This design comes from an exercise in tuning for small area and a short achievable clock period on the open sky130 flow, not from production work.
Only simulation tests tie the RTL to the original design; equivalence was not proved.
Power is estimated from default activity; no workload was simulated.

`flow/run.sh`:
```
#!/bin/bash
# The standard layout (the standard.sh: ORFS synthesis through finish), with three
# changes to how ORFS builds it:
#  - the port buffers that buffer_ports inserts are buf_4 cells instead of the delay-cell
#    footprint it picks by default,
#  - timing repair may resize cells across footprints (MATCH_CELL_FOOTPRINT=0), and
#  - the pins are placed with inputs on the left edge and outputs on the right (flow/io.tcl).
# Every tool's output goes to ORFS's own logs; make's output goes to flow_make.log here.
set -euo pipefail
bash standard.sh MATCH_CELL_FOOTPRINT=0 "BUFFER_PORTS_ARGS=-buffer_cell sky130_fd_sc_hd__buf_4" \
  "IO_CONSTRAINTS=$PWD/flow/io.tcl" finish > flow_make.log 2>&1
```
`config.mk`:
```
export PLATFORM = sky130hd
export DESIGN_NAME = sorting_network_top
export DESIGN_NICKNAME = sorting_network_top
export VERILOG_FILES = /design/flow/design.v
export SDC_FILE = /design/flow/constraint.sdc
export NUM_CORES = 4
export LEC_CHECK = 0
export CAP_MARGIN = 20
export CORE_MARGIN = 2
export CORE_UTILIZATION = 40
export CTS_CLUSTER_DIAMETER = 150
export CTS_CLUSTER_SIZE = 30
export SETUP_SLACK_MARGIN = 2.9
export SLEW_MARGIN = 20
```
`standard.sh`:
```
#!/bin/bash
# synth_recipe.tcl (not shown) runs the flow's synth.tcl, then flattens the netlist and writes it again
# the make line also repeats each setting of config.mk as NAME=value (left out here)
make -C /OpenROAD-flow-scripts/flow DESIGN_CONFIG=/design/flow/config.mk WORK_HOME=/design/flow/orfs CLKGATE_MAP_FILE= SYNTH_SCRIPT=/design/flow/synth_recipe.tcl "${@:-finish}"
```
`flow/io.tcl`:
```
# Pin placement: every input on the left edge, every output on the right edge, so the
# pipeline runs from left to right and the all-pairs comparators sit near their inputs.
set_io_pin_constraint -direction INPUT -region left:*
set_io_pin_constraint -direction OUTPUT -region right:*
```
`design.v`:
```
module sorting_network_top (
  input          clk_i,
  input          rst_i,
  input  [99:0]  data_i,
  input          data_valid_i,
  output [99:0]  data_o,
  output         data_valid_o
);
  sorting_network #(
    .NUMBER_WIDTH   ( 10 ),
    .NUMBERS_AMOUNT ( 10 )
  ) u_sorting_network (
    .clk_i        ( clk_i        ),
    .rst_i        ( rst_i        ),
    .data_i       ( data_i       ),
    .data_valid_i ( data_valid_i ),
    .data_o       ( data_o       ),
    .data_valid_o ( data_valid_o )
  );
endmodule

module sorting_network #(
  parameter int NUMBER_WIDTH   = 10,
  parameter int NUMBERS_AMOUNT = 10
)(
  input                                                 clk_i,
  input                                                 rst_i,
  input  [NUMBERS_AMOUNT - 1 : 0][NUMBER_WIDTH - 1 : 0] data_i,
  input                                                 data_valid_i,
  output [NUMBERS_AMOUNT - 1 : 0][NUMBER_WIDTH - 1 : 0] data_o,
  output                                                data_valid_o
);
localparam int N = NUMBERS_AMOUNT;
localparam int W = NUMBER_WIDTH;
function automatic logic gt_f( input logic [W - 1 : 0] a, input logic [W - 1 : 0] b );
  logic c;
  c = 1'b0;
  for( int i = 0; i < W; i++ )
    c = ( a[i] & ~b[i] ) | ( a[i] & c ) | ( ~b[i] & c );
  gt_f = c;
endfunction
function automatic logic [3 : 0] csa9_f( input logic [8 : 0] b );
  logic [2 : 0] s, c;
  logic         w1, w2a, w2b, w4;
  for( int g = 0; g < 3; g++ )
    begin
      s[g] = b[3 * g] ^ b[3 * g + 1] ^ b[3 * g + 2];
      c[g] = ( b[3 * g] & b[3 * g + 1] ) | ( b[3 * g] & b[3 * g + 2] ) | ( b[3 * g + 1] & b[3 * g + 2] );
    end
  w1  = s[0] ^ s[1] ^ s[2];
  w2a = ( s[0] & s[1] ) | ( s[0] & s[2] ) | ( s[1] & s[2] );
  w2b = c[0] ^ c[1] ^ c[2];
  w4  = ( c[0] & c[1] ) | ( c[0] & c[2] ) | ( c[1] & c[2] );
  csa9_f = { w4, w2b, w2a, w1 };
endfunction
function automatic logic [9 : 0] dec_f( input logic [3 : 0] r );
  logic [4 : 0] m;
  m[0] = ~r[3] & ~r[2] & ~r[1];
  m[1] = ~r[3] & ( r[2] ^ r[1] );
  m[2] = ( ~r[3] & r[2] & r[1] ) | ( r[3] & ~r[2] & ~r[1] );
  m[3] = r[3] & ( r[2] ^ r[1] );
  m[4] = r[3] & r[2] & r[1];
  for( int k = 0; k < 10; k++ )
    dec_f[k] = m[k / 2] & ( r[0] == k[0] );
endfunction
logic [N - 1 : 0][N - 1 : 0]  gt;
logic [N - 1 : 0][8 : 0]      votes;
logic [N - 1 : 0][3 : 0]      rank;
logic [N - 1 : 0][9 : 0]      sel;
logic [N - 1 : 0][W - 1 : 0]  sorted;
logic [N - 1 : 0][W - 1 : 0]  data_q1;
logic [N - 1 : 0][W - 1 : 0]  data_q2;
logic [N - 1 : 0][W - 1 : 0]  sorted_q;
logic [N - 1 : 0][N - 1 : 0]  gt_q;
logic [N - 1 : 0][3 : 0]      rank_q;
logic [2 : 0]                 valid_d;
always_comb
  begin
    gt = '0;
    for( int i = 0; i < N; i++ )
      for( int j = i + 1; j < N; j++ )
        gt[i][j] = gt_f( data_i[i], data_i[j] );
  end
always_comb
  for( int i = 0; i < N; i++ )
    begin
      for( int j = 0; j < N - 1; j++ )
        votes[i][j] = ( j < i ) ? !gt_q[j][i] : gt_q[i][j + 1];
      rank[i] = csa9_f( votes[i] );
    end
always_comb
  for( int k = 0; k < N; k++ )
    begin
      sorted[k] = '0;
      for( int i = 0; i < N; i++ )
        begin
          sel[i]    = dec_f( rank_q[i] );
          sorted[k] = sorted[k] | ( data_q2[i] & {W{sel[i][k]}} );
        end
    end
always_ff @( posedge clk_i )
  begin
    data_q1  <= data_i;
    for( int i = 0; i < N; i++ )
      for( int j = i + 1; j < N; j++ )
        gt_q[i][j] <= gt[i][j];
    data_q2  <= data_q1;
    rank_q   <= rank;
    sorted_q <= sorted;
  end
always_ff @( posedge clk_i, posedge rst_i )
  if( rst_i )
    valid_d <= '0;
  else
    valid_d <= { valid_d[1 : 0], data_valid_i };
assign data_o       = sorted_q;
assign data_valid_o = valid_d[2];
endmodule
```
`constraint.sdc`:
```
create_clock -name core_clock -period 5.0 [get_ports {clk_i}]
set_input_delay 1.0000 -clock core_clock [delete_from_list [all_inputs] [get_ports {clk_i}]]
set_output_delay 1.0000 -clock core_clock [all_outputs]
set_load 0.01 [all_outputs]
```
==> results.json, run 1 <==
{
  "p_sw_share_pct": 47.3,
  "std_cell_rows": 86,
  "end_kind": "primary output",
  "period_needed_ps": 2220,
  "dpl-instance-area_mm2": 0.0240,
  "io_buffers": 203,
  "grt_pass1_wl_um": 174000,
  "seqPwrFrac_pct": 34.7,
  "cp-start-kind": "register",
  "dieWidth_um": 239,
  "whs_ps": 294,
  "cp_slowest_cell": "dfrtp_2",
  "worstSetupPathType": "reg2out",
  "cp_max_fo": 1,
  "die-height_um": 239,
  "power.share.clock_pct": 12.0,
  "crit_arrival_ps": 1220,
  "cts_tree": "done",
  "hold_buffers": 0,
  "powerDensity_mw_per_mm2": 535,
  "ant_nets": 0,
  "ys.flop_type": "dfxtp_1",
  "ys_seq_area_share_pct": 35.2,
  "ios": 204,
  "viasPerCell": 7.45,
  "async_reset_ff_share_pct": 0.773,
  "fin_nets": 2659,
  "antenna_found_initial": 7,
  "setup_ws_ps": 2780,
  "crit_start": "u_sorting_network.valid_d[2]",
  "power.leakage_nw": 9.24,
  "slowest_delay_ps": 510,
  "finalClockSkew_ps": 47.9,
  "drv_slew": 0,
  "drt_iter0_markers": 4033,
  "outcome": "complete, no violations",
  "postSynthAreaPerCell_um2": 9.09,
  "grt_max_degree": 31,
  "yosys_register_bits": 388,
  "netlist_area_mm2": 0.0221,
  "critical_path.top_delay_family": "flip-flops",
  "period_share_pct": 44.3,
  "area_growth_pct": 17.2,
  "min-delay-start": "u_sorting_network.data_q1[5]",
  "clk_pin_slew_ps": 120,
  "vdd_drop_max_mv": 0.405,
  "ys_warn_count": 1,
  "clk_latency_ps": 580,
  "drive_above_1_share_pct": 20.8,
  "synth_nets": 2587,
  "wl_per_cell_um": 39.0,
  "final_hold_viol_count": 0,
  "track_usage_pct": 42.7,
  "overflow": 0,
  "rsz0062_at_grt": "yes",
  "route.detailed.drc": 0,
  "crit_buf_inv": 1,
  "drt_pass1_iterations": 10,
  "setup_viol": 0,
  "max_slew.worst_pin.slew_ps": 1030,
  "cap_violations": 0,
  "clock-root-buffer": "clkbuf_16",
  "start_util_pct": 40.3,
  "max_slew_margin_pct": 30.8,
  "p_int_mw": 7.31,
  "switchingPower_mw": 6.57,
  "cts_num_sinks": 388,
  "max_freq_mhz": 451,
  "wl_um": 125000,
  "required_ps": 4000,
  "synth_edf_count": 0,
  "reg2reg_from": "u_sorting_network.rank_q[36]",
  "num_vias": 23900,
  "num_antenna_cells": 0,
  "clockBufferDepth": 3,
  "synth_cell_types": 63,
  "hp-class": "reg2reg",
  "crit_chain": "buf_6",
  "final.setup.tns_ps": 0,
  "h-tree-depth": 1,
  "post-place-ws_ps": 1770,
  "pwr-share-comb_pct": 53.3,
  "final_area_mm2": 0.0259,
  "die-area_mm2": 0.0572,
  "grt_pass1_vias": 22600,
  "core-area_mm2": 0.0549,
  "syn_inst": 2434,
  "routabilityCongestion": 1.08,
  "hpwlAfterDp_um": 90700,
  "cts_buffers": 17
}
cells by family (layout without fill, tap and decap cells):
group / count (synthesis) / in the layout / synth area share [%]
and+or+nand+nor: 705 / 705 / 19.6
xor gates and xnor gates: 10 / 10 / 0.701
AOI/OAI and AO/OA: 938 / 938 / 33.8
adders and majority gates: 51 / 51 / 4.57
DFF: 388 / 388 / 35.2
buffers and inverters: 342 / 416 / 6.19
power by group through the flow:
stage	clock network (mW)	registers (mW)	logic [mW]
3_5_place_dp	0	4.78	6.65
2_1_floorplan	0	4.31	3.84
4_1_cts	1.68	4.74	6.80
3_3_place_gp	0	4.75	6.62
5_1_grt	1.77	4.87	7.64
6_report	1.66	4.82	7.40
area by class of cell:
class                           count  area, µm²
Fill cell                        5211      28900
Multi-Input combinational cell   1704      13900
Sequential cell                   388       7810
Timing Repair Buffer              295       2460
Tap cell                          704        881
Clock buffer                       18        429
Inverter                           99        422
Clock inverter                      3       45.0
Timing Repair inverter              1       7.51
synth_stat cells, types with 9 or more instances:
cell type    n  area, µm²
o21ai_0     37        185
buf_2       43        215
a21oi_1     46        230
dfxtp_1    385       7710
fa_1        50       1000
a211o_1     43        377
a2111oi_0   45        394
xnor2_2      9        146
inv_1       78        293
o311ai_0    31        272
nand4_1    106        663
nor4_2       9        113
nor2_1      55        206
nor2b_1    224       1400
o311ai_1    14        123
o221ai_1    36        315
nand2_1     49        184
a211oi_1    46        345
o2111ai_1   45        394
a221oi_1    82        718
o22ai_1     46        288
and3_1      17        106
nor3_2      19        190
clkinv_1    20       75.1
clkbuf_1   128        480
a22oi_1    304       2280
nand3_1     27        135
a22o_1      83        727
a222oi_1    38        380
buf_1       65        244
nand2b_1   160       1000
cell usage in the layout (no fill, tap or decap), types with 17 or more instances in the layout:
cell       Yosys  final
dfxtp_1      385    367
nand2_1       49     49
inv_1         78     72
a221oi_1      82     82
and3_1        17     17
nand2b_1     160    160
a2111oi_2      0     19
a21oi_1       46     46
nor2b_1      224    222
a211o_1       43     43
nor2_1        55     41
o311ai_0      31     21
buf_4          2    270
o22ai_1       46     46
a22oi_1      304    294
o221ai_1      36     27
a22o_1        83     83
fa_1          50     50
nand4_1      106    106
o311ai_1      14     21
clkbuf_16      0     17
a211oi_1      46     33
nand3_1       27     27
a222oi_1      38     38
o2111ai_1     45     29
dfxtp_2        0     17
o21ai_0       37     36
state kept, by name, indices dropped and copies added, names as in the netlist:
| name | count |
|---|---|
| u_sorting_network.gt_q | 45 |
| u_sorting_network.sorted_q | 100 |
| u_sorting_network.rank_q | 40 |
| u_sorting_network.data_q2 | 100 |
| u_sorting_network.data_q1 | 100 |
| u_sorting_network.valid_d | 3 |
metrics by stage:
step	utilization (%)	power (mW)	instances
after floorplan	-	8.15	2434
after global placement	43.7	11.4	3145
after detailed placement	43.8	11.4	3148
after CTS	45.9	13.2	3185
after global routing	47.3	14.3	3212
final	47.3	13.9	3212
metal layers:
layer	vias up	wire length, µm	global-route usage (%)
met5	-	55	0.519
met4	4	11500	31.0
met3	547	13700	9.92
met2	2146	53300	65.0
met1	11600	46800	52.9
li1	9604	-	-
repair_timing:
item                                    CTS  global route
setup buffers                            15            27
cloned                                    1             0
hold endpoints to repair                  0             0
endpoints found under the setup margin   83            89
pin swaps                                28            44
gates resized for setup                 110           107
worst paths after layout:
check                                                 end  slack, ps  depth (start not counted)
max in group asynchronous    u_sorting_network.valid_d[2]       4540                          2
hold / removal               u_sorting_network.data_q2[5]        290                          0
setup / recovery                             data_valid_o       2780                          1
hold reg to reg              u_sorting_network.data_q2[5]        290                          0
min in group asynchronous    u_sorting_network.valid_d[0]        310                          2
setup reg to reg           u_sorting_network.sorted_q[34]       2820                          5
==> run 2, diff against run 1 <==
--- a/design.v
+++ b/design.v
@@ -54,5 +54,5 @@
   csa9_f = { w4, w2b, w2a, w1 };
 endfunction
-function automatic logic [9 : 0] dec_f( input logic [3 : 0] r );
+function automatic logic [5 : 0] half_f( input logic [3 : 0] r );
   logic [4 : 0] m;
   m[0] = ~r[3] & ~r[2] & ~r[1];
@@ -61,10 +61,9 @@
   m[3] = r[3] & ( r[2] ^ r[1] );
   m[4] = r[3] & r[2] & r[1];
-  for( int k = 0; k < 10; k++ )
-    dec_f[k] = m[k / 2] & ( r[0] == k[0] );
+  half_f = { m, r[0] };
 endfunction
 logic [N - 1 : 0][N - 1 : 0]  gt;
 logic [N - 1 : 0][8 : 0]      votes;
-logic [N - 1 : 0][3 : 0]      rank;
+logic [N - 1 : 0][5 : 0]      rank;
 logic [N - 1 : 0][9 : 0]      sel;
 logic [N - 1 : 0][W - 1 : 0]  sorted;
@@ -73,5 +72,5 @@
 logic [N - 1 : 0][W - 1 : 0]  sorted_q;
 logic [N - 1 : 0][N - 1 : 0]  gt_q;
-logic [N - 1 : 0][3 : 0]      rank_q;
+logic [N - 1 : 0][5 : 0]      rank_q;
 logic [2 : 0]                 valid_d;
 always_comb
@@ -87,5 +86,5 @@
       for( int j = 0; j < N - 1; j++ )
         votes[i][j] = ( j < i ) ? !gt_q[j][i] : gt_q[i][j + 1];
-      rank[i] = csa9_f( votes[i] );
+      rank[i] = half_f( csa9_f( votes[i] ) );
     end
 always_comb
@@ -95,5 +94,6 @@
       for( int i = 0; i < N; i++ )
         begin
-          sel[i]    = dec_f( rank_q[i] );
+          for( int m = 0; m < N; m++ )
+            sel[i][m] = rank_q[i][1 + m / 2] & ( rank_q[i][0] == m[0] );
           sorted[k] = sorted[k] | ( data_q2[i] & {W{sel[i][k]}} );
         end
--- a/config.mk
+++ b/config.mk
@@ -9,6 +9,6 @@
 export CORE_MARGIN = 2
 export CORE_UTILIZATION = 40
-export CTS_CLUSTER_DIAMETER = 150
-export CTS_CLUSTER_SIZE = 30
+export CTS_CLUSTER_DIAMETER = 100
+export CTS_CLUSTER_SIZE = 20
 export SETUP_SLACK_MARGIN = 2.9
 export SLEW_MARGIN = 20
==> run 2 against run 1 <==
- die area grew 3.4%
- sequential share of layout area grew 2.0 points
- hold slack lost 23 ps
- first-iteration DRC count grew 5.9%
- combinational power shrank 8.5%
- highest routed layer unchanged
==> results.json, run 2 <==
{
  "crit_buf_inv": 1,
  "routabilityCongestion": 1.05,
  "final.setup.tns_ps": 0,
  "viasPerCell": 7.49,
  "ys.flop_type": "dfxtp_1",
  "hp-class": "in2async",
  "postSynthAreaPerCell_um2": 9.02,
  "required_ps": 4000,
  "wl_um": 131000,
  "utilization_pct": 45.2,
  "cp-start-kind": "register",
  "clk_pin_slew_ps": 90,
  "synth_nets": 2693,
  "grt_util_met1_pct": 53.2,
  "drive_above_1_share_pct": 13.8,
  "async_reset_ff_share_pct": 0.735,
  "cap_violations": 0,
  "grt_pass1_vias": 23800,
  "clock-root-buffer": "clkbuf_16",
  "cp_slowest_cell": "dfrtp_2",
  "crit_chain": "buf_6",
  "yosysMostFrequentCell": "dfxtp_1",
  "final_hold_viol_count": 0,
  "ant_nets": 0,
  "dieWidth_um": 243,
  "reg2reg_from": "u_sorting_network.rank_q[30]",
  "dpl-instance-area_mm2": 0.0245,
  "synth_cell_types": 45,
  "period_share_pct": 45.1,
  "outcome": "complete, no violations",
  "layout_commonest_cell": "dfxtp_1",
  "power.leakage_nw": 9.01,
  "drv_slew": 0,
  "max_freq_mhz": 443,
  "design_power_total_mw": 13.9,
  "drt_iter0_markers": 4271,
  "drt_pass1_iterations": 9,
  "slowest_delay_ps": 500,
  "wl_per_cell_um": 39.9,
  "setup_viol": 0,
  "powerDensity_mw_per_mm2": 544,
  "syn_inst": 2540,
  "crit_start": "u_sorting_network.valid_d[2]",
  "max_slew.worst_pin.slew_ps": 1310,
  "end_kind": "primary output",
  "crit_arrival_ps": 1260,
  "final_cell_mix": "dfxtp_1, nor2b_1, a22oi_1",
  "area_growth_pct": 11.6,
  "busiest_layer": "met2",
  "ys_warn_count": 1,
  "synth.area.top_cells": "dfxtp_1, nor2b_1, a22oi_1",
  "max_slew_margin_pct": 12.8,
  "fin_nets": 2679,
  "post-synth-top-area-cell": "dfxtp_1",
  "grt_max_degree": 55,
  "overflow": 0,
  "largestRegisters": "u_sorting_network.data_q1 (100), u_sorting_network.data_q2 (100), u_sorting_network.sorted_q (100)",
  "nFillCells": 5464,
  "synth_edf_count": 0,
  "start_util_pct": 40.5,
  "netlist.area_leader.share_pct": 35.4,
  "rsz0062_at_grt": "yes",
  "track_usage_pct": 42.6,
  "worstSetupPathType": "reg2out",
  "grt_pass1_wl_um": 183000,
  "num_vias": 24700,
  "cts_num_sinks": 408,
  "die-height_um": 243,
  "critical_path.top_delay_family": "flip-flops",
  "grt_use_met2_pct": 62.6,
  "clk_latency_ps": 620,
  "std_cell_rows": 87,
  "period_needed_ps": 2260,
  "hpwlAfterDp_um": 92300,
  "final_area_mm2": 0.0256,
  "antenna_found_initial": 8,
  "yosys_register_bits": 408,
  "synth_common_cells": "dfxtp_1, nor2b_1, a22oi_1",
  "die-area_mm2": 0.0592,
  "route.detailed.drc": 0,
  "cts_tree": "done",
  "vdd_drop_max_mv": 0.317,
  "io_buffers": 203,
  "gr-usage-met3_pct": 11.7,
  "h-tree-depth": 1,
  "ios": 204,
  "finalClockSkew_ps": 51.2,
  "hold_buffers": 0,
  "netlist_area_mm2": 0.0229,
  "core-area_mm2": 0.0565,
  "ys_seq_area_share_pct": 35.7,
  "cp_max_fo": 1,
  "clockBufferDepth": 3,
  "cts_buffers": 27
}
[run 2: timing repair]
action / 4_1_cts / 5_1_grt
resized for setup: 28 / 57
pin swaps: 0 / 2
buffers inserted: 5 / 1
endpoints found under the setup margin: 44 / 63
[run 2: cell families (layout without fill, tap and decap cells)]
family                     after synthesis  in the layout  synth area share (%)
AOI/OAI and AO/OA                      951            951                  33.1
adders and majority gates               51             51                  4.41
xor gates and xnor gates                10             10                 0.382
DFF                                    408            408                  35.7
buffers and inverters                  384            377                  6.71
other                                    0              3                     0
and+or+nand+nor                        736            736                  19.7
[run 2: path summary, 6_finish.rpt]
kind	to	slack (ps)	depth (start not counted)
min in group core_clock	u_sorting_network.data_q2[65]	320	0
min reg2reg	u_sorting_network.data_q2[65]	320	0
max reg2reg	u_sorting_network.sorted_q[3]	2850	4
min	u_sorting_network.valid_d[1]	270	2
max	data_valid_o	2740	1
max in group asynchronous	u_sorting_network.valid_d[2]	4580	2
[run 2: final cells by class]
type	count	area, µm²	share of cell area [%]
clock buffer	27	676	2.64
multi-input combinational	1748	13400	52.3
tap	756	946	3.70
antenna	3	7.51	0.0294
inverter	105	440	1.72
timing repair buffer	236	1800	7.03
sequential	408	8210	32.1
clock inverter	9	123	0.480
[run 2: stage by stage]
step	std cells	hold WS [ps]	setup WS (ps)
3_5_place_dp	3247	312	2070
6_report	3292	272	2740
4_1_cts	3288	253	2710
3_3_place_gp	3247	311	2110
2_1_floorplan	2540	310	2880
5_1_grt	3289	270	2720
[run 2: report_power, final]
| part | leakage (nW) | switching (mW) | internal (mW) |
|---|---|---|---|
| clock | 0.386 | 1.21 | 1.05 |
| sequential | 3.44 | 0.838 | 4.04 |
| combinational | 5.19 | 4.43 | 2.34 |
| total | 9.01 | 6.48 | 7.43 |
[run 2: per-layer routing]
layer	up-vias	wire [µm]
li1	9796	-
met1	11800	49300
met2	2328	53200
met3	727	16500
met5	-	13
met4	2	12500
==> run 3, diff against run 2 <==
==> flow/run.sh (replaced) <==
#!/bin/bash
# The standard layout (the standard.sh: ORFS synthesis through finish), with these
# changes to how ORFS builds it:
#  - port buffers: buf_4 on every input, buf_2 on every output (flow/pre_gpl.tcl), instead
#    of the delay-cell footprint that buffer_ports picks by default,
#  - timing repair may resize cells across footprints (MATCH_CELL_FOOTPRINT=0), and
#  - the pins are placed with inputs on the left edge and outputs on the right (flow/io.tcl).
# Every tool's output goes to ORFS's own logs; make's output goes to flow_make.log here.
set -euo pipefail
bash standard.sh MATCH_CELL_FOOTPRINT=0 \
  "PRE_GLOBAL_PLACE_TCL=$PWD/flow/pre_gpl.tcl" \
  "BUFFER_PORTS_ARGS=-inputs -buffer_cell sky130_fd_sc_hd__buf_4" \
  "IO_CONSTRAINTS=$PWD/flow/io.tcl" finish > flow_make.log 2>&1
==> flow/pre_gpl.tcl (new file) <==
# Output ports get buf_2 buffers (the standard buffer_ports call that follows then buffers
# the inputs only, with the cell BUFFER_PORTS_ARGS names).
buffer_ports -outputs -buffer_cell sky130_fd_sc_hd__buf_2
--- a/config.mk
+++ b/config.mk
@@ -9,6 +9,4 @@
 export CORE_MARGIN = 2
 export CORE_UTILIZATION = 40
-export CTS_CLUSTER_DIAMETER = 100
-export CTS_CLUSTER_SIZE = 20
 export SETUP_SLACK_MARGIN = 2.9
 export SLEW_MARGIN = 20
==> run 3 against run 2 <==
- hold slack better by 18 ps
- register-to-register slack about the same
- critical path type is now in2reg
- cell count down 1.3%
- flip-flop and latch count unchanged
- still clean
- maximum frequency up 1.6%
==> results.json, run 3 <==
{
  "outcome": "complete, no violations",
  "yosys_register_bits": 408,
  "max_slew.worst_pin.slew_ps": 1220,
  "switchingPower_mw": 6.69,
  "utilization_pct": 45.4,
  "final_cell_mix": "dfxtp_1, nor2b_1, a22oi_1",
  "p_int_mw": 7.84,
  "synth_nets": 2693,
  "grt_pass1_vias": 23800,
  "drt_pass1_iterations": 9,
  "overflow": 0,
  "ant_nets": 0,
  "netlist_area_mm2": 0.0229,
  "cp_slowest_cell": "nand4_1",
  "ios": 204,
  "design_power_total_mw": 14.5,
  "routabilityCongestion": 1.06,
  "vdd_drop_max_mv": 0.338,
  "synth.area.top_cells": "dfxtp_1, nor2b_1, a22oi_1",
  "power.share.clock_pct": 22.5,
  "drv_slew": 0,
  "drt_iter0_markers": 4672,
  "final_hold_viol_count": 0,
  "crit_chain": "buf_8 > clkinvlp_4 > buf_12 > a2111oi_4 > nand4_1 > o2111ai_2 > o311ai_2",
  "post-synth-top-area-cell": "dfxtp_1",
  "cts_buffers": 43,
  "max_freq_mhz": 450,
  "synth_edf_count": 0,
  "area_growth_pct": 12.1,
  "hp-class": "in2async",
  "largestRegisters": "u_sorting_network.data_q1 (100), u_sorting_network.data_q2 (100), u_sorting_network.sorted_q (100)",
  "drive_above_1_share_pct": 12.2,
  "nFillCells": 5419,
  "synth_cell_types": 45,
  "powerDensity_mw_per_mm2": 566,
  "route.detailed.drc": 0,
  "async_reset_ff_share_pct": 0.735,
  "critical_path.top_delay_family": "compound AO/OA/AOI/OAI gates",
  "crit_buf_inv": 3,
  "whs_ps": 290,
  "p_sw_share_pct": 46.1,
  "cp-start-kind": "input pin",
  "required_ps": 5450,
  "cts_tree": "done",
  "ys.flop_type": "dfxtp_1",
  "end_kind": "register",
  "grt_use_met2_pct": 60.9,
  "period_share_pct": 44.4,
  "die-area_mm2": 0.0592,
  "max_slew_margin_pct": 18.5,
  "ys_seq_area_share_pct": 35.7,
  "power.leakage_nw": 8.92,
  "grt_pass1_wl_um": 183000,
  "crit_arrival_ps": 2670,
  "cap_violations": 0,
  "track_usage_pct": 42.8,
  "multi_input_area_mm2": 0.0135,
  "antenna_found_initial": 10,
  "setup_viol": 0,
  "viasPerCell": 7.70,
  "wl_per_cell_um": 40.5,
  "grt_util_met1_pct": 53.6,
  "clk_pin_slew_ps": 60,
  "final.setup.tns_ps": 0,
  "clock-root-buffer": "clkbuf_16",
  "layout_commonest_cell": "dfxtp_1",
  "fin_nets": 2607,
  "grt_max_degree": 40,
  "num_vias": 25000,
  "cp_max_fo": 13,
  "dieWidth_um": 243,
  "syn_inst": 2540,
  "yosysMostFrequentCell": "dfxtp_1",
  "final-instance-count-excl-fill": 3249,
  "final-seq-area_mm2": 0.00820,
  "die-height_um": 243,
  "wl_um": 131000,
  "finalClockSkew_ps": 37.3,
  "slowest_delay_ps": 420,
  "pwr-share-comb_pct": 42.6,
  "seqPwrFrac_pct": 35.0,
  "postSynthAreaPerCell_um2": 9.02,
  "hold_buffers": 0,
  "start_util_pct": 40.5,
  "netlist.area_leader.share_pct": 35.4,
  "rsz0062_at_grt": "yes",
  "clk_latency_ps": 610,
  "worstSetupPathType": "in2reg",
  "std_cell_rows": 87,
  "clockBufferDepth": 3,
  "io_buffers": 203,
  "synth_common_cells": "dfxtp_1, nor2b_1, a22oi_1",
  "gr-usage-met3_pct": 15.4,
  "cts_num_sinks": 408,
  "hpwlAfterDp_um": 90800,
  "core-area_mm2": 0.0565,
  "period_needed_ps": 2220,
  "busiest_layer": "met2",
  "ys_warn_count": 1,
  "h-tree-depth": 2,
  "placed_cells": 3151
}
==> run 3: cell counts after synthesis <==
Identical to the previous run, type by type.
==> run 3: final timing paths <==
| kind | start | cells after the start | slack [ps] | end |
|---|---|---|---|---|
| worst max-delay path | data_i[82] | 7 | 2780 | u_sorting_network.gt_q[48] |
| worst min-delay path | rst_i | 2 | 290 | u_sorting_network.valid_d[0] |
| worst max register to register | u_sorting_network.rank_q[43] | 3 | 2860 | u_sorting_network.sorted_q[2] |
| worst min register to register | u_sorting_network.data_q1[43] | 0 | 320 | u_sorting_network.data_q2[43] |
| max in group asynchronous | rst_i | 2 | 4570 | u_sorting_network.valid_d[2] |
| min in group core_clock | u_sorting_network.data_q1[43] | 0 | 320 | u_sorting_network.data_q2[43] |
==> run 3: what timing repair did <==
action                                  CTS  global route
endpoints found under the hold margin     0             0
setup buffers                             7             6
pin swaps                                 0            15
cloned                                    1             0
endpoints found under the setup margin   49            74
gates resized for setup                  23            75
==> run 3: per-stage QoR <==
| step | area [µm²] | setup WS [ps] |
|---|---|---|
| 2_1_floorplan | 22900 | 2880 |
| 3_3_place_gp | 23700 | 1690 |
| 4_1_cts | 25300 | 2800 |
| 5_1_grt | 25700 | 2810 |
| 6_report | 25700 | 2780 |
| 3_5_place_dp | 23700 | 1690 |
==> run 3: final cells by class <==
cell class / count / share of cell area (%)
multi-input cells: 1748 / 52.4
flip-flops and latches: 408 / 31.9
clock buffers: 61 / 4.81
repair buffers: 147 / 4.53
well taps: 756 / 3.68
inverters: 105 / 1.70
clock inverters: 19 / 0.872
diodes: 4 / 0.0390
repair inverters: 1 / 0.0292
==> run 3: cells by family after synthesis <==
logic type | count (synthesis) | share of synthesized area (%)
AO/OA/AOI/OAI | 951 | 33.1
AND/OR/NAND/NOR | 736 | 19.7
flip-flops | 408 | 35.7
buffers and inverters | 384 | 6.71
adder cells (fa/ha/maj) | 51 | 4.41
XOR/XNOR | 10 | 0.382
==> run 3: routing by layer <==
layer / wire length [µm] / part of all wire (%)
met4: 11600 / 8.9
met5: 11 / 0.0084
met1: 49100 / 37
met2: 52400 / 40
met3: 18400 / 14
==> run 3: power groups by stage <==
stage	logic [mW]	registers [mW]	clock network [mW]
6_report	6.18	5.08	3.26
5_1_grt	6.30	5.10	3.43
2_1_floorplan	3.51	4.58	0
4_1_cts	5.70	5.03	3.31
3_3_place_gp	5.67	5.07	0
3_5_place_dp	5.67	5.09	0
==> run 4, diff against run 3 <==
--- a/config.mk
+++ b/config.mk
@@ -8,5 +8,7 @@
 export CAP_MARGIN = 20
 export CORE_MARGIN = 2
-export CORE_UTILIZATION = 40
+export CORE_UTILIZATION = 50
+export CTS_CLUSTER_DIAMETER = 100
+export CTS_CLUSTER_SIZE = 20
 export SETUP_SLACK_MARGIN = 2.9
 export SLEW_MARGIN = 20
==> run 4 against run 3 <==
- die area shrank 20%
- core utilization grew 9.6 points
- hold slack lost 35 ps
- area after synthesis is the same
- power shrank 8.5%
- maximum frequency shrank 7.4%
- global-route usage grew 7.6 points
==> results.json, run 4 <==
{
  "synth_common_cells": "dfxtp_1, nor2b_1, a22oi_1",
  "antenna_found_initial": 7,
  "cts_num_sinks": 408,
  "rsz0062_at_grt": "yes",
  "crit_arrival_ps": 2870,
  "io_buffers": 203,
  "cp_max_fo": 12,
  "die-height_um": 218,
  "hold_buffers": 0,
  "cts_tree": "done",
  "whs_ps": 255,
  "utilization_pct": 55.1,
  "ios": 204,
  "synth_nets": 2693,
  "cap_violations": 0,
  "dieWidth_um": 218,
  "setup_viol": 0,
  "num_vias": 25200,
  "wl_per_cell_um": 40.4,
  "yosysMostFrequentCell": "dfxtp_1",
  "synth.area.top_cells": "dfxtp_1, nor2b_1, a22oi_1",
  "clockBufferDepth": 3,
  "drv_slew": 0,
  "drt_pass1_iterations": 9,
  "critical_path.top_delay_family": "compound AO/OA/AOI/OAI gates",
  "finalClockSkew_ps": 35.2,
  "crit_buf_inv": 2,
  "clk_pin_slew_ps": 80,
  "netlist.area_leader.share_pct": 35.4,
  "ys_seq_area_share_pct": 35.7,
  "ys.flop_type": "dfxtp_1",
  "cp-start-kind": "input pin",
  "track_usage_pct": 50.4,
  "final_hold_viol_count": 0,
  "drive_above_1_share_pct": 11.8,
  "end_kind": "register",
  "grt_max_degree": 50,
  "cp_slowest_cell": "nand4_1",
  "final-seq-area_mm2": 0.00820,
  "routabilityCongestion": 1.13,
  "crit_chain": "buf_4 > clkinvlp_4 > a22oi_1 > nand4_1 > o2111ai_2 > o311ai_1",
  "fin_nets": 2592,
  "core-area_mm2": 0.0453,
  "area_growth_pct": 8.84,
  "final.setup.tns_ps": 0,
  "layout_commonest_cell": "dfxtp_1",
  "largestRegisters": "u_sorting_network.data_q1 (100), u_sorting_network.data_q2 (100), u_sorting_network.sorted_q (100)",
  "grt_pass1_vias": 23700,
  "slowest_delay_ps": 610,
  "outcome": "complete, no violations",
  "ant_nets": 0,
  "start_util_pct": 50.6,
  "required_ps": 5470,
  "hp-class": "in2async",
  "cts_buffers": 26,
  "max_slew_margin_pct": 8.42,
  "route.detailed.drc": 0,
  "dpl-instance-area_mm2": 0.0235,
  "netlist_area_mm2": 0.0229,
  "wl_um": 123000,
  "final_cell_mix": "dfxtp_1, nor2b_1, a22oi_1",
  "ys_warn_count": 1,
  "vdd_drop_max_mv": 0.479,
  "yosys_register_bits": 408,
  "syn_inst": 2540,
  "std_cell_rows": 78,
  "overflow": 0,
  "synth_cell_types": 45,
  "max_freq_mhz": 417,
  "max_slew.worst_pin.slew_ps": 1370,
  "h-tree-depth": 1,
  "post-synth-top-area-cell": "dfxtp_1",
  "synth_edf_count": 0,
  "multi_input_area_mm2": 0.0136,
  "power.leakage_nw": 8.60,
  "final_area_mm2": 0.0249,
  "hpwlAfterDp_um": 84500,
  "powerDensity_mw_per_mm2": 533,
  "clock-root-buffer": "clkbuf_16",
  "async_reset_ff_share_pct": 0.735,
  "grt_pass1_wl_um": 174000,
  "nFillCells": 4100,
  "period_share_pct": 48.0,
  "drt_iter0_markers": 4949,
  "period_needed_ps": 2400,
  "postSynthAreaPerCell_um2": 9.02,
  "die-area_mm2": 0.0475,
  "design_power_total_mw": 13.3,
  "worstSetupPathType": "in2reg",
  "viasPerCell": 8.26,
  "clk_latency_ps": 610
}
run 4: power by group:
| part | total [mW] | leakage [nW] | switching (mW) | internal, mW |
|---|---|---|---|---|
| logic | 5.93 | 4.80 | 4.02 | 1.91 |
| registers | 5.25 | 3.44 | 1.20 | 4.05 |
| clock network | 2.11 | 0.354 | 1.15 | 0.958 |
run 4: per-layer routing:
metal  share of wire [%]  GRT usage, %  routed length, µm  up-vias
met2                  39          71.4              48400     2843
met1                  35          61.8              43300    11800
met3                  15          19.6              19000      903
li1                    -             -                  -     9637
met4                  10          37.3              12700        4
met5               0.024         0.208                 30        -
run 4: kinds of logic (layout without fill, tap and decap cells):
family	after synthesis	after routing	share of synthesized area, %
xor+xnor	10	10	0.382
fa+ha+maj	51	51	4.41
other cells	0	6	0
compound gates	951	951	33.1
flops	408	408	35.7
simple gates	736	736	19.7
buf+inv	384	289	6.71
run 4: path summary, 6_finish.rpt:
check | startpoint | to | slack (ps) | depth (start not counted)
hold / removal | rst_i | u_sorting_network.valid_d[1] | 260 | 2
hold reg to reg | u_sorting_network.data_q1[39] | u_sorting_network.data_q2[39] | 320 | 0
min in group core_clock | u_sorting_network.data_q1[39] | u_sorting_network.data_q2[39] | 320 | 0
setup / recovery | data_i[67] | u_sorting_network.gt_q[16] | 2600 | 6
max in group asynchronous | rst_i | u_sorting_network.valid_d[2] | 4600 | 2
setup reg to reg | u_sorting_network.rank_q[12] | u_sorting_network.sorted_q[15] | 2800 | 5
run 4: what timing repair did:
action                                  CTS  global route
buffers inserted                          9             9
cloned                                    0             2
endpoints found under the setup margin   51            88
pin swaps                                 7            32
gates resized for setup                  40            92
run 4: final cells by class:
type,count,share of cell area [%]
flip-flops and latches,408,32.9
repair buffers,148,4.76
clock inverters,7,0.326
well taps,600,3.01
inverters,105,1.75
repair inverters,2,0.0502
multi-input cells,1748,54.5
diodes,6,0.0602
clock buffers,27,2.62
run 4: per-stage QoR:
stage | instances | setup WS (ps)
2_1_floorplan | 2540 | 2880
3_3_place_gp | 2990 | 2000
3_5_place_dp | 2991 | 1990
4_1_cts | 3034 | 2880
5_1_grt | 3047 | 2690
6_report | 3051 | 2600
==> run 5, diff against run 4 <==
--- a/config.mk
+++ b/config.mk
@@ -8,7 +8,7 @@
 export CAP_MARGIN = 20
 export CORE_MARGIN = 2
-export CORE_UTILIZATION = 50
+export CORE_UTILIZATION = 40
 export CTS_CLUSTER_DIAMETER = 100
 export CTS_CLUSTER_SIZE = 20
-export SETUP_SLACK_MARGIN = 2.9
+export SETUP_SLACK_MARGIN = 3.3
 export SLEW_MARGIN = 20
==> run 5 against run 4 <==
- largest power group unchanged
- via count increased by 1.9%
- sequential power up 0.8%
- worst setup slack improved by 260 ps
- highest routed layer unchanged
- critical path type is now reg2out
- first-iteration DRC count is 9.6% lower
- non-clock buffer count up 95
- global-route usage fell by 6.1 points
==> results.json, run 5 <==
{
  "outcome": "complete, no violations",
  "final_hold_viol_count": 0,
  "reg2reg_to": "u_sorting_network.rank_q[38]",
  "std_cell_rows": 87,
  "final-instance-count-excl-fill": 3311,
  "cap_violations": 0,
  "end_kind": "primary output",
  "crit_start": "u_sorting_network.valid_d[2]",
  "required_ps": 4000,
  "path_depth": 0,
  "die-height_um": 243,
  "grt_max_degree": 33,
  "drt_pass1_iterations": 8,
  "ys.flop_type": "dfxtp_1",
  "routabilityCongestion": 1.07,
  "period_needed_ps": 2130,
  "netlist_area_mm2": 0.0229,
  "clk_pin_slew_ps": 80,
  "synthAdderAreaFrac_pct": 4.41,
  "area_growth_pct": 26.8,
  "antenna_found_initial": 13,
  "reg2reg_depth": 5,
  "grt_use_met2_pct": 64.9,
  "worst-r2r-setup-slack_ps": 3110,
  "grt_pass1_wl_um": 189000,
  "hold_buffers": 0,
  "ys_warn_count": 1,
  "largestRegisters": "u_sorting_network.data_q1 (100), u_sorting_network.data_q2 (100), u_sorting_network.sorted_q (100)",
  "cts_tree": "done",
  "start_util_pct": 40.5,
  "grt_util_met1_pct": 55.4,
  "max_slew_margin_pct": 43.8,
  "max_freq_mhz": 469,
  "design_power_total_mw": 15.0,
  "vdd_drop_max_mv": 0.370,
  "netlist.area_leader.share_pct": 35.4,
  "track_usage_pct": 44.3,
  "synth_cell_types": 45,
  "busiest_layer": "met2",
  "layout_commonest_cell": "dfxtp_1",
  "worstSetupPathType": "reg2out",
  "dieWidth_um": 243,
  "route.detailed.drc": 0,
  "h-tree-depth": 1,
  "ys_seq_area_share_pct": 35.7,
  "async_reset_ff_share_pct": 0.735,
  "finalClockSkew_ps": 21.0,
  "hp-class": "in2async",
  "num_vias": 25700,
  "synth_nets": 2693,
  "synthMuxAreaShare_pct": 0,
  "overflow": 0,
  "gr-usage-met3_pct": 13.5,
  "cp_max_fo": 1,
  "hpwlAfterDp_um": 93100,
  "synth_edf_count": 0,
  "cp-start-kind": "register",
  "post-synth-top-area-cell": "dfxtp_1",
  "die-area_mm2": 0.0592,
  "drive_above_1_share_pct": 33.7,
  "ios": 204,
  "final_cell_mix": "dfxtp_1, nor2b_1, a22oi_1",
  "fin_nets": 2692,
  "wl_per_cell_um": 41.9,
  "viasPerCell": 7.76,
  "grt_pass1_vias": 24100,
  "powerDensity_mw_per_mm2": 515,
  "period_share_pct": 42.7,
  "cts_buffers": 30,
  "core-area_mm2": 0.0565,
  "synth_top_family_by_area": "compound AO/OA/AOI/OAI gates",
  "reg2reg_from": "u_sorting_network.gt_q[56]",
  "wl_um": 139000,
  "clock-root-buffer": "clkbuf_16",
  "drv_slew": 0,
  "rsz0062_at_grt": "yes",
  "endpoint": "data_valid_o",
  "crit_arrival_ps": 1130,
  "synth_common_cells": "dfxtp_1, nor2b_1, a22oi_1",
  "yosys.area_share.simple_pct": 19.7,
  "synth_compound_area_share_pct": 33.1,
  "ant_nets": 0,
  "postSynthAreaPerCell_um2": 9.02,
  "synth.area.top_cells": "dfxtp_1, nor2b_1, a22oi_1",
  "yosysMostFrequentCell": "dfxtp_1",
  "clockBufferDepth": 3,
  "yosys_register_bits": 408,
  "max_slew.worst_pin.slew_ps": 839,
  "power.leakage_nw": 9.96,
  "setup_viol": 0,
  "cts_num_sinks": 408,
  "placed_cells": 3144,
  "final.setup.tns_ps": 0,
  "io_buffers": 203,
  "yosys.area_share.xor_xnor_pct": 0.382,
  "drt_iter0_markers": 4472,
  "syn_inst": 2540,
  "clk_latency_ps": 620
}
run 5: cell count changes in the layout (fill, tap and decap cells not counted), sizes merged:
cell	previous run	this run
clkbuf	28	35
buf	147	238
diode	6	5
inv	87	92
clkinvlp	13	25
clkinv	14	4
run 5: power breakdown:
group	internal (mW)	leakage [nW]	switching, mW
clock network	1.14	0.451	1.29
logic	2.59	6.05	4.65
registers	4.18	3.46	1.10
run 5: how the worst min path moves through the flow:
stage	endpoint	slack (ps)	cells past startpoint
floorplan	u_sorting_network.data_q2[0]	310	0
global placement	u_sorting_network.data_q2[17]	310	0
detailed placement	u_sorting_network.data_q2[11]	310	0
CTS	u_sorting_network.valid_d[2]	230	2
global route	u_sorting_network.valid_d[2]	250	2
finish	u_sorting_network.valid_d[2]	250	2
run 5: per-layer routing:
layer | up-vias | share of wire, %
met5 | - | 0.025
met1 | 12400 | 37
met2 | 2616 | 41
met4 | 6 | 9.2
met3 | 809 | 13
li1 | 9880 | -
run 5: cell families after synthesis:
group | after synthesis
adder cells (fa/ha/maj) | 51
buffers and inverters | 384
flip-flops | 408
XOR/XNOR | 10
AND/OR/NAND/NOR | 736
AO/OA/AOI/OAI | 951
run 5: per-stage QoR:
stage	worst slack, ps	hold WS [ps]	utilization (%)	instance area (µm²)
after floorplan	3020	310	-	24000
after global placement	2050	311	43.2	24400
after detailed placement	2030	312	43.2	24400
after CTS	2850	233	48.1	27200
after global routing	2840	249	51.4	29000
final	2870	248	51.4	29000
run 5: final cells by class:
type / instances / area, µm²
well taps: 756 / 946
flip-flops and latches: 408 / 8460
diodes: 5 / 12.5
clock inverters: 13 / 175
multi-input cells: 1748 / 15400
clock buffers: 30 / 751
fillers: 5083 / 27500
repair buffers: 243 / 2800
inverters: 105 / 510
repair inverters: 3 / 22.5
run 5: timing repair:
action	4_1_cts	5_1_grt
pin swaps	91	122
cloned	5	4
endpoints found under the setup margin	296	261
setup buffers	56	54
resized for setup	471	277
==> run 6, diff against run 5 <==
--- a/config.mk
+++ b/config.mk
@@ -11,4 +11,4 @@
 export CTS_CLUSTER_DIAMETER = 100
 export CTS_CLUSTER_SIZE = 20
-export SETUP_SLACK_MARGIN = 3.3
+export SETUP_SLACK_MARGIN = 2.7
 export SLEW_MARGIN = 20
==> run 6 against run 5 <==
- still clean on timing, DRC and antenna
- combinational power decreased by 17%
- clock skew fell by 2.2 ps
- count of clock-buffer cells in the layout shrank 2
- first-iteration DRC count increased by 7.4%
- cell area decreased by 16%
- worst setup slack lost 280 ps
- critical path type is now reg2reg
- highest routed layer unchanged
==> results.json, run 6 <==
{
  "vdd_drop_max_mv": 0.347,
  "io_buffers": 203,
  "synth_cell_types": 45,
  "drt_iter0_markers": 4802,
  "hpwlAfterDp_um": 90000,
  "clk_latency_ps": 590,
  "h-tree-depth": 1,
  "placed_cells": 3147,
  "outcome": "complete, no violations",
  "netlist_area_mm2": 0.0229,
  "hp-class": "in2async",
  "multi_input_area_mm2": 0.0132,
  "post-synth-top-area-cell": "dfxtp_1",
  "core-area_mm2": 0.0565,
  "cp_max_fo": 12,
  "drv_slew": 0,
  "ys_seq_area_share_pct": 35.7,
  "antenna_found_initial": 8,
  "yosysMostFrequentCell": "dfxtp_1",
  "grt_pass1_wl_um": 182000,
  "ios": 204,
  "routabilityCongestion": 1.08,
  "max_slew_margin_pct": 15.7,
  "ant_nets": 0,
  "largestRegisters": "u_sorting_network.data_q1 (100), u_sorting_network.data_q2 (100), u_sorting_network.sorted_q (100)",
  "std_cell_rows": 87,
  "cap_violations": 0,
  "wl_um": 131000,
  "setup_viol": 0,
  "power.leakage_nw": 8.46,
  "area_growth_pct": 7.05,
  "max_freq_mhz": 415,
  "dieWidth_um": 243,
  "powerDensity_mw_per_mm2": 541,
  "period_needed_ps": 2410,
  "final_hold_viol_count": 0,
  "start_util_pct": 40.5,
  "final-seq-area_mm2": 0.00819,
  "grt_max_degree": 41,
  "finalClockSkew_ps": 18.8,
  "ys_warn_count": 1,
  "slowest_delay_ps": 1030,
  "clock-root-buffer": "clkbuf_16",
  "async_reset_ff_share_pct": 0.735,
  "wl_per_cell_um": 41.2,
  "viasPerCell": 7.85,
  "required_ps": 5500,
  "final.setup.tns_ps": 0,
  "cp_slowest_cell": "nor2b_1",
  "synth.area.top_cells": "dfxtp_1, nor2b_1, a22oi_1",
  "layout_commonest_cell": "dfxtp_1",
  "crit_arrival_ps": 2910,
  "postSynthAreaPerCell_um2": 9.02,
  "yosys_register_bits": 408,
  "syn_inst": 2540,
  "die-area_mm2": 0.0592,
  "synth_nets": 2693,
  "cts_num_sinks": 408,
  "fin_nets": 2575,
  "overflow": 0,
  "end_kind": "register",
  "ys.flop_type": "dfxtp_1",
  "nFillCells": 5494,
  "drive_above_1_share_pct": 8.11,
  "cp-start-kind": "register",
  "netlist.area_leader.share_pct": 35.4,
  "route.detailed.drc": 0,
  "cts_buffers": 26,
  "synth_edf_count": 0,
  "final_cell_mix": "dfxtp_1, nor2b_1, a22oi_1",
  "rsz0062_at_grt": "yes",
  "period_share_pct": 48.2,
  "hold_buffers": 0,
  "cts_tree": "done",
  "worstSetupPathType": "reg2reg",
  "max_slew.worst_pin.slew_ps": 1260,
  "final-instance-count-excl-fill": 3189,
  "clk_pin_slew_ps": 80,
  "track_usage_pct": 42.4,
  "drt_pass1_iterations": 10,
  "num_vias": 25000,
  "synth_common_cells": "dfxtp_1, nor2b_1, a22oi_1",
  "crit_chain": "nor2b_1 > a22oi_1 > nand4_1",
  "die-height_um": 243,
  "clockBufferDepth": 3,
  "grt_pass1_vias": 23800
}
-- run 6: changes by cell type in the layout (fill, tap and decap cells not counted), sizes merged --
| cell | delta |
|---|---|
| inv | -2 |
| clkbuf | -7 |
| clkinv | +15 |
| clkinvlp | -23 |
| buf | -105 |
-- run 6: cells by family (layout without fill, tap and decap cells) --
logic type	after synthesis	count (layout)	synth area share, %
other cells	0	5	0
xor+xnor	10	10	0.382
buf+inv	384	272	6.71
compound gates	951	951	33.1
flops	408	408	35.7
fa+ha+maj	51	51	4.41
simple gates	736	736	19.7
-- run 6: final cells by class --
| cell class | instances | area share (%) |
|---|---|---|
| multi-input combinational | 1748 | 53.9 |
| antenna | 5 | 0.0510 |
| timing repair buffer | 133 | 4.07 |
| inverter | 105 | 1.64 |
| sequential | 408 | 33.4 |
| tap | 756 | 3.86 |
| clock inverter | 6 | 0.316 |
| clock buffer | 28 | 2.72 |
-- run 6: critical path, delay by kind of cell, from the launching register on --
family	cells	cell delay [ps]
simple gates	2	1250
compound gates	1	230
flops	1	830
-- run 6: power breakdown --
part / total, mW / leakage [nW] / switching (mW) / internal [mW]
registers: 5.14 / 3.44 / 1.09 / 4.05
clock network: 2.13 / 0.365 / 1.16 / 0.975
logic: 6.00 / 4.66 / 4.16 / 1.84
total: 13.3 / 8.46 / 6.41 / 6.86
-- run 6: path summary, 6_finish.rpt --
| kind | start | to | slack [ps] | cells after the start |
|---|---|---|---|---|
| setup reg to reg | u_sorting_network.rank_q[45] | u_sorting_network.sorted_q[42] | 2590 | 3 |
| hold reg to reg | u_sorting_network.data_q1[81] | u_sorting_network.data_q2[81] | 320 | 0 |
| max in group asynchronous | rst_i | u_sorting_network.valid_d[2] | 4610 | 2 |
| min in group core_clock | u_sorting_network.data_q1[81] | u_sorting_network.data_q2[81] | 320 | 0 |
| hold / removal | rst_i | u_sorting_network.valid_d[0] | 260 | 2 |
| setup / recovery | u_sorting_network.rank_q[45] | u_sorting_network.sorted_q[42] | 2590 | 3 |
-- run 6: what timing repair did --
item | in CTS | in global routing
gates resized for setup | 2 | 7
setup endpoints to repair | 3 | 8
hold endpoints to repair | 0 | 0
pin swaps | 0 | 1
setup buffers | 0 | 3
-- run 6: through the flow --
stage               hold WS (ps)  power [mW]  worst slack, ps  util (%)  area (µm²)
finish                       263        13.3             2590      43.4       24500
detailed placement           312        10.7             1940      42.0       23700
global placement             310        10.7             1910      41.9       23700
CTS                          251        12.8             2710      43.3       24400
global route                 263        13.5             2570      43.4       24500
floorplan                    310        8.09             2850         -       22900
-- run 6: per-layer routing --
layer	wire [µm]	track usage, %
met5	40	0
met3	18100	14.0
met1	49200	53.4
met4	11400	27.9
met2	52600	61.8
==> run 7, diff against run 6 <==
--- a/config.mk
+++ b/config.mk
@@ -7,8 +7,9 @@
 export LEC_CHECK = 0
 export CAP_MARGIN = 20
+export CORE_ASPECT_RATIO = 0.5
 export CORE_MARGIN = 2
 export CORE_UTILIZATION = 40
 export CTS_CLUSTER_DIAMETER = 100
 export CTS_CLUSTER_SIZE = 20
-export SETUP_SLACK_MARGIN = 2.7
+export SETUP_SLACK_MARGIN = 2.9
 export SLEW_MARGIN = 20
==> run 7 against run 6 <==
- worst setup slack gained 130 ps
- critical path depth unchanged
- still clean
- wire length fell by 2.3%
- critical endpoint is now u_sorting_network.sorted_q[96]
- largest cell class unchanged
- combinational power increased by 5.2%
- area after synthesis stayed put
- core utilization up 0.65 points
==> results.json, run 7 <==
{
  "die-height_um": 173,
  "dieWidth_um": 342,
  "core-area_mm2": 0.0561,
  "worstSetupPathType": "reg2reg",
  "antenna_found_initial": 11,
  "wl_um": 128000,
  "io_buffers": 203,
  "final_cell_mix": "dfxtp_1, nor2b_1, a22oi_1",
  "grt_pass1_vias": 22800,
  "ys_warn_count": 1,
  "synth_cell_types": 45,
  "reg2reg_depth": 3,
  "clockBufferDepth": 3,
  "final-instance-count-excl-fill": 3202,
  "drt_pass1_iterations": 9,
  "setup_ws_ps": 2720,
  "track_usage_pct": 41.1,
  "synth_edf_count": 0,
  "h-tree-depth": 1,
  "ios": 204,
  "powerDensity_mw_per_mm2": 551,
  "period_share_pct": 45.5,
  "crit_arrival_ps": 2730,
  "ys_seq_area_share_pct": 35.7,
  "final.setup.tns_ps": 0,
  "outcome": "complete, no violations",
  "largestRegisters": "u_sorting_network.data_q1 (100), u_sorting_network.data_q2 (100), u_sorting_network.sorted_q (100)",
  "required_ps": 5460,
  "setup_viol": 0,
  "max_slew_margin_pct": 14.5,
  "cts_buffers": 24,
  "post-place-ws_ps": 2070,
  "grt_pass1_wl_um": 176000,
  "nFillCells": 5545,
  "layout_commonest_cell": "dfxtp_1",
  "final_area_mm2": 0.0247,
  "drt_iter0_markers": 5329,
  "postSynthAreaPerCell_um2": 9.02,
  "power.leakage_nw": 8.49,
  "hpwlAfterDp_um": 89600,
  "synth_common_cells": "dfxtp_1, nor2b_1, a22oi_1",
  "ys.flop_type": "dfxtp_1",
  "clk_pin_slew_ps": 90,
  "cts_num_sinks": 408,
  "clock-root-buffer": "clkbuf_16",
  "yosysMostFrequentCell": "dfxtp_1",
  "drv_slew": 0,
  "max_slew.worst_pin.slew_ps": 1280,
  "reg2reg_to": "u_sorting_network.sorted_q[96]",
  "rsz0062_at_grt": "yes",
  "synth_nets": 2693,
  "wl_per_cell_um": 40.1,
  "num_vias": 24900,
  "fin_nets": 2582,
  "area_growth_pct": 7.88,
  "synth.area.top_cells": "dfxtp_1, nor2b_1, a22oi_1",
  "post-synth-top-area-cell": "dfxtp_1",
  "syn_inst": 2540,
  "cap_violations": 0,
  "finalClockSkew_ps": 35.9,
  "cp_max_fo": 13,
  "cp-start-kind": "register",
  "std_cell_rows": 61,
  "period_needed_ps": 2280,
  "netlist.area_leader.share_pct": 35.4,
  "netlist_area_mm2": 0.0229,
  "max_freq_mhz": 439,
  "clk_latency_ps": 610,
  "dpl-instance-area_mm2": 0.0237,
  "overflow": 0,
  "final_hold_viol_count": 0,
  "start_util_pct": 40.8,
  "routabilityCongestion": 1.11,
  "yosys_register_bits": 408,
  "viasPerCell": 7.77,
  "vdd_drop_max_mv": 0.265,
  "reg2reg_from": "u_sorting_network.rank_q[23]",
  "cts_tree": "done",
  "end_kind": "register",
  "grt_max_degree": 50,
  "async_reset_ff_share_pct": 0.735,
  "placed_cells": 3151,
  "ant_nets": 0,
  "drive_above_1_share_pct": 9.54,
  "route.detailed.drc": 0,
  "worst-r2r-setup-slack_ps": 2720,
  "die-area_mm2": 0.0593,
  "hp-class": "in2async"
}
==> run 7: how the worst max path moves through the flow <==
stage / start / to / slack (ps) / cells after the start
6_report: u_sorting_network.rank_q[23] / u_sorting_network.sorted_q[96] / 2720 / 3
5_1_grt: u_sorting_network.valid_d[2] / data_valid_o / 2800 / 0
4_1_cts: u_sorting_network.valid_d[2] / data_valid_o / 2810 / 0
3_5_place_dp: data_i[42] / u_sorting_network.gt_q[14] / 2070 / 6
3_3_place_gp: data_i[42] / u_sorting_network.gt_q[14] / 2110 / 6
2_1_floorplan: data_i[12] / u_sorting_network.gt_q[1] / 2880 / 6
==> run 7: final cells by class <==
cell class,count,area (µm²),area share (%)
multi-input cells,1748,13300,54.0
repair buffers,142,1120,4.54
diodes,15,37.5,0.152
clock buffers,25,604,2.45
inverters,105,412,1.67
clock inverters,3,46.3,0.187
flip-flops and latches,408,8210,33.2
well taps,756,946,3.83
==> run 7: cells by family (layout without fill, tap and decap cells) <==
| family | Yosys count | in the layout | share of synthesized area, % |
|---|---|---|---|
| AND/OR/NAND/NOR | 736 | 736 | 19.7 |
| flip-flops | 408 | 408 | 35.7 |
| AO/OA/AOI/OAI | 951 | 951 | 33.1 |
| XOR/XNOR | 10 | 10 | 0.382 |
| buffers and inverters | 384 | 275 | 6.71 |
| adder cells (fa/ha/maj) | 51 | 51 | 4.41 |
| other | 0 | 15 | 0 |
==> run 7: worst max-delay path: stages (launching register included) <==
cell	delay (ps)
dfxtp_1	1070
and2_1	590
a221oi_1	190
nand4_1	310
==> run 7: power by group <==
group | internal, mW | switching [mW]
Combinational | 1.95 | 4.36
Sequential | 4.06 | 1.24
Clock | 0.875 | 1.14
==> run 7: metrics by stage <==
step	hold slack, ps	util, %	total power [mW]
final	251	44.0	13.6
after detailed placement	312	42.3	10.9
after CTS	237	43.6	12.9
after global routing	240	44.0	13.8
after floorplan	310	-	8.09
after global placement	311	42.3	10.9
==> run 7: timing repair <==
action	4_1_cts	5_1_grt
setup endpoints to repair	75	57
gates resized for setup	23	42
hold buffers	0	0
pin swaps	0	8
buffers inserted	5	3
==> run 7: routing by layer <==
layer  vias to the layer above  GRT usage, %  part of all wire, %
met5                         -             0                0.040
met4                         8          15.3                  5.5
met3                       615          21.7                   19
met2                      2763          50.8                   35
met1                     11900          58.4                   41
li1                       9618             -                    -
==> run 8, diff against run 7 <==
--- a/config.mk
+++ b/config.mk
@@ -7,9 +7,9 @@
 export LEC_CHECK = 0
 export CAP_MARGIN = 20
-export CORE_ASPECT_RATIO = 0.5
 export CORE_MARGIN = 2
 export CORE_UTILIZATION = 40
-export CTS_CLUSTER_DIAMETER = 100
-export CTS_CLUSTER_SIZE = 20
+export CTS_BUF_LIST = sky130_fd_sc_hd__clkbuf_8
+export CTS_CLUSTER_DIAMETER = 80
+export CTS_CLUSTER_SIZE = 16
 export SETUP_SLACK_MARGIN = 2.9
 export SLEW_MARGIN = 20
==> run 8 against run 7 <==
- wire length up 2.6%
- largest cell class unchanged
- still clean on timing, DRC and antenna
- critical path depth up 2
- non-clock buffer count grew 3
==> results.json, run 8 <==
{
  "yosysMostFrequentCell": "dfxtp_1",
  "die-area_mm2": 0.0592,
  "netlist.area_leader.share_pct": 35.4,
  "postSynthAreaPerCell_um2": 9.02,
  "dieWidth_um": 243,
  "max_slew.worst_pin.slew_ps": 1260,
  "switchingPower_mw": 6.47,
  "overflow": 0,
  "h-tree-depth": 2,
  "synth_nets": 2693,
  "std_cell_rows": 87,
  "pwr-share-comb_pct": 47.1,
  "final-instance-count-excl-fill": 3217,
  "multi_input_area_mm2": 0.0134,
  "viasPerCell": 7.79,
  "ant_nets": 0,
  "grt_pass1_wl_um": 183000,
  "wl_met1_um": 48800,
  "ys_seq_area_share_pct": 35.7,
  "final_hold_viol_count": 0,
  "hold_buffers": 0,
  "p_int_mw": 6.67,
  "p_sw_share_pct": 49.2,
  "final-seq-area_mm2": 0.00820,
  "netlist_area_mm2": 0.0229,
  "slowest_delay_ps": 600,
  "cts_buffers": 35,
  "layout_commonest_cell": "dfxtp_1",
  "end_kind": "register",
  "drt_pass1_iterations": 7,
  "worst-r2r-setup-slack_ps": 2880,
  "worstSetupPathType": "in2reg",
  "utilization_pct": 43.7,
  "hp-class": "in2async",
  "top_layer_used": "met5",
  "antenna_found_initial": 16,
  "nFillCells": 5475,
  "max_slew_margin_pct": 15.9,
  "rsz0062_at_grt": "yes",
  "yosys_register_bits": 408,
  "cp_max_fo": 11,
  "grt_max_degree": 40,
  "clk_latency_ps": 660,
  "area_growth_pct": 7.84,
  "post-synth-top-area-cell": "dfxtp_1",
  "met3_length_um": 18800,
  "syn_inst": 2540,
  "grt_pass1_vias": 23700,
  "crit_chain": "buf_4 > clkinv_1 > a21oi_1 > o2111ai_2 > o311ai_1",
  "synth_cell_types": 45,
  "cts_tree": "done",
  "setup_ws_ps": 2740,
  "wl_um": 132000,
  "period_share_pct": 45.3,
  "required_ps": 5540,
  "track_usage_pct": 42.8,
  "power.leakage_nw": 8.50,
  "seqPwrFrac_pct": 38.6,
  "drt_iter0_markers": 4586,
  "drv_slew": 0,
  "final.setup.tns_ps": 0,
  "setup_viol": 0,
  "final_cell_mix": "dfxtp_1, nor2b_1, a22oi_1",
  "synth_edf_count": 0,
  "fin_nets": 2597,
  "start_util_pct": 40.5,
  "largestRegisters": "u_sorting_network.data_q1 (100), u_sorting_network.data_q2 (100), u_sorting_network.sorted_q (100)",
  "outcome": "complete, no violations",
  "core-area_mm2": 0.0565,
  "critical_path.top_delay_family": "compound AO/OA/AOI/OAI gates",
  "crit_arrival_ps": 2800,
  "num_vias": 25000,
  "cts_num_sinks": 408,
  "clock-root-buffer": "clkbuf_8",
  "cp-start-kind": "input pin",
  "synth_common_cells": "dfxtp_1, nor2b_1, a22oi_1",
  "synth.area.top_cells": "dfxtp_1, nor2b_1, a22oi_1",
  "cap_violations": 0,
  "ys.flop_type": "dfxtp_1",
  "hpwlAfterDp_um": 90800,
  "finalClockSkew_ps": 57.8,
  "crit_buf_inv": 2,
  "powerDensity_mw_per_mm2": 532,
  "die-height_um": 243,
  "period_needed_ps": 2260,
  "clk_pin_slew_ps": 110,
  "power.share.clock_pct": 14.2,
  "cp_slowest_cell": "a21oi_1",
  "vdd_drop_max_mv": 0.307,
  "ys_warn_count": 1,
  "io_buffers": 203,
  "route.met2.wl_um": 51500,
  "ios": 204,
  "route.detailed.drc": 0,
  "drive_above_1_share_pct": 10.7,
  "clockBufferDepth": 3,
  "wl_per_cell_um": 40.9,
  "async_reset_ff_share_pct": 0.735,
  "routabilityCongestion": 1.06,
  "design_power_total_mw": 13.1,
  "post-place-ws_ps": 1690,
  "placed_cells": 3151,
  "max_freq_mhz": 442
}
run 8: cell counts after synthesis:
Identical to the previous run, type by type.
run 8: kinds of logic (layout without fill, tap and decap cells):
| kind of cell | Yosys count | count (layout) | share of synthesized area (%) |
|---|---|---|---|
| other | 0 | 7 | 0 |
| buffers and inverters | 384 | 298 | 6.71 |
| XOR/XNOR | 10 | 10 | 0.382 |
| flip-flops | 408 | 408 | 35.7 |
| adder cells (fa/ha/maj) | 51 | 51 | 4.41 |
| AO/OA/AOI/OAI | 951 | 951 | 33.1 |
| AND/OR/NAND/NOR | 736 | 736 | 19.7 |
run 8: cell type report:
class,count,share of cell area [%]
repair inverters,1,0.0304
repair buffers,145,4.53
multi-input cells,1748,54.1
flip-flops and latches,408,33.2
clock inverters,10,0.436
inverters,105,1.74
well taps,756,3.83
diodes,7,0.0709
clock buffers,37,2.06
run 8: what timing repair did:
action | 4_1_cts | 5_1_grt
setup buffers | 3 | 8
endpoints found under the hold margin | 0 | 0
gates cloned | 0 | 1
endpoints found under the setup margin | 51 | 68
resized for setup | 23 | 55
pin swaps | 0 | 8
run 8: power groups by stage:
stage | Sequential [mW] | Clock (mW) | Combinational [mW]
floorplan | 4.58 | 0 | 3.51
global placement | 5.07 | 0 | 5.67
detailed placement | 5.09 | 0 | 5.67
CTS | 5.02 | 1.92 | 5.69
global route | 5.10 | 2.03 | 6.27
finish | 5.08 | 1.87 | 6.19
run 8: routing by layer:
metal / GRT usage, % / up-vias
met5: 0.408 / -
met4: 30.5 / 8
met3: 15.8 / 799
met2: 60.4 / 2712
met1: 53.5 / 11900
li1: - / 9655
run 8: path summary, 6_finish.rpt:
check | from | end | depth (start not counted)
min in group core_clock | u_sorting_network.data_q1[43] | u_sorting_network.data_q2[43] | 0
max in group asynchronous | rst_i | u_sorting_network.valid_d[2] | 2
min | rst_i | u_sorting_network.valid_d[0] | 2
max reg2reg | u_sorting_network.rank_q[27] | u_sorting_network.sorted_q[43] | 3
min reg2reg | u_sorting_network.data_q1[43] | u_sorting_network.data_q2[43] | 0
max | data_i[37] | u_sorting_network.gt_q[36] | 5
run 8: per-stage QoR:
stage          hold WS [ps]  cell area, µm²
6_report                235           24700
5_1_grt                 208           24700
2_1_floorplan           310           22900
3_5_place_dp            312           23700
4_1_cts                 191           24400
3_3_place_gp            311           23700

-- re-timing with driven ports --
No port has a modelled driver above. Below, the same layouts with a new extraction and two added sets of constraints.
Step 1: set_driving_cell puts a clkbuf_16 on clk_i and a buf_2 on each other input, an assumption about the parent block.
Step 2 moves the port delays by t, midway between the first and last clock arrival at a register: inputs arrive t later, outputs are due t later. That takes back most of the time a late clock gives input paths.
a / b / c = no drivers / after step 1 / after step 2; a / b = the first two.
| run | t, ns | setup slack, ns | worst hold slack (ns) | worst data-port slew with drivers (ns) | pins driven straight from the clock port |
|---|---|---|---|---|---|
| run 1 | 0.617 | 2.785 / 2.725 / 2.219 | 0.294 / 0.275 / 0.294 | 0.08 | 1 |
| run 2 | 0.663 | 2.745 / 2.678 / 2.211 | 0.272 / 0.228 / 0.323 | 0.07 | 1 |
| run 3 | 0.649 | 2.780 / 2.777 / 2.127 | 0.290 / 0.256 / 0.323 | 0.07 | 1 |
| run 4 | 0.655 | 2.602 / 2.637 / 1.983 | 0.255 / 0.217 / 0.324 | 0.07 | 1 |
| run 5 | 0.671 | 2.866 / 2.803 / 2.412 | 0.248 / 0.208 / 0.318 | 0.18 | 1 |
| run 6 | 0.653 | 2.589 / 2.589 / 1.966 | 0.263 / 0.222 / 0.321 | 0.09 | 1 |
| run 7 | 0.655 | 2.724 / 2.724 / 2.185 | 0.251 / 0.211 / 0.318 | 0.06 | 1 |
| run 8 | 0.687 | 2.736 / 2.763 / 2.076 | 0.235 / 0.206 / 0.315 | 0.07 | 1 |
After both steps setup and hold are still met in every run listed. For run 8, which loses most, drivers alone change the setup slack by +0.027 ns; drivers and shift together by -0.660 ns.
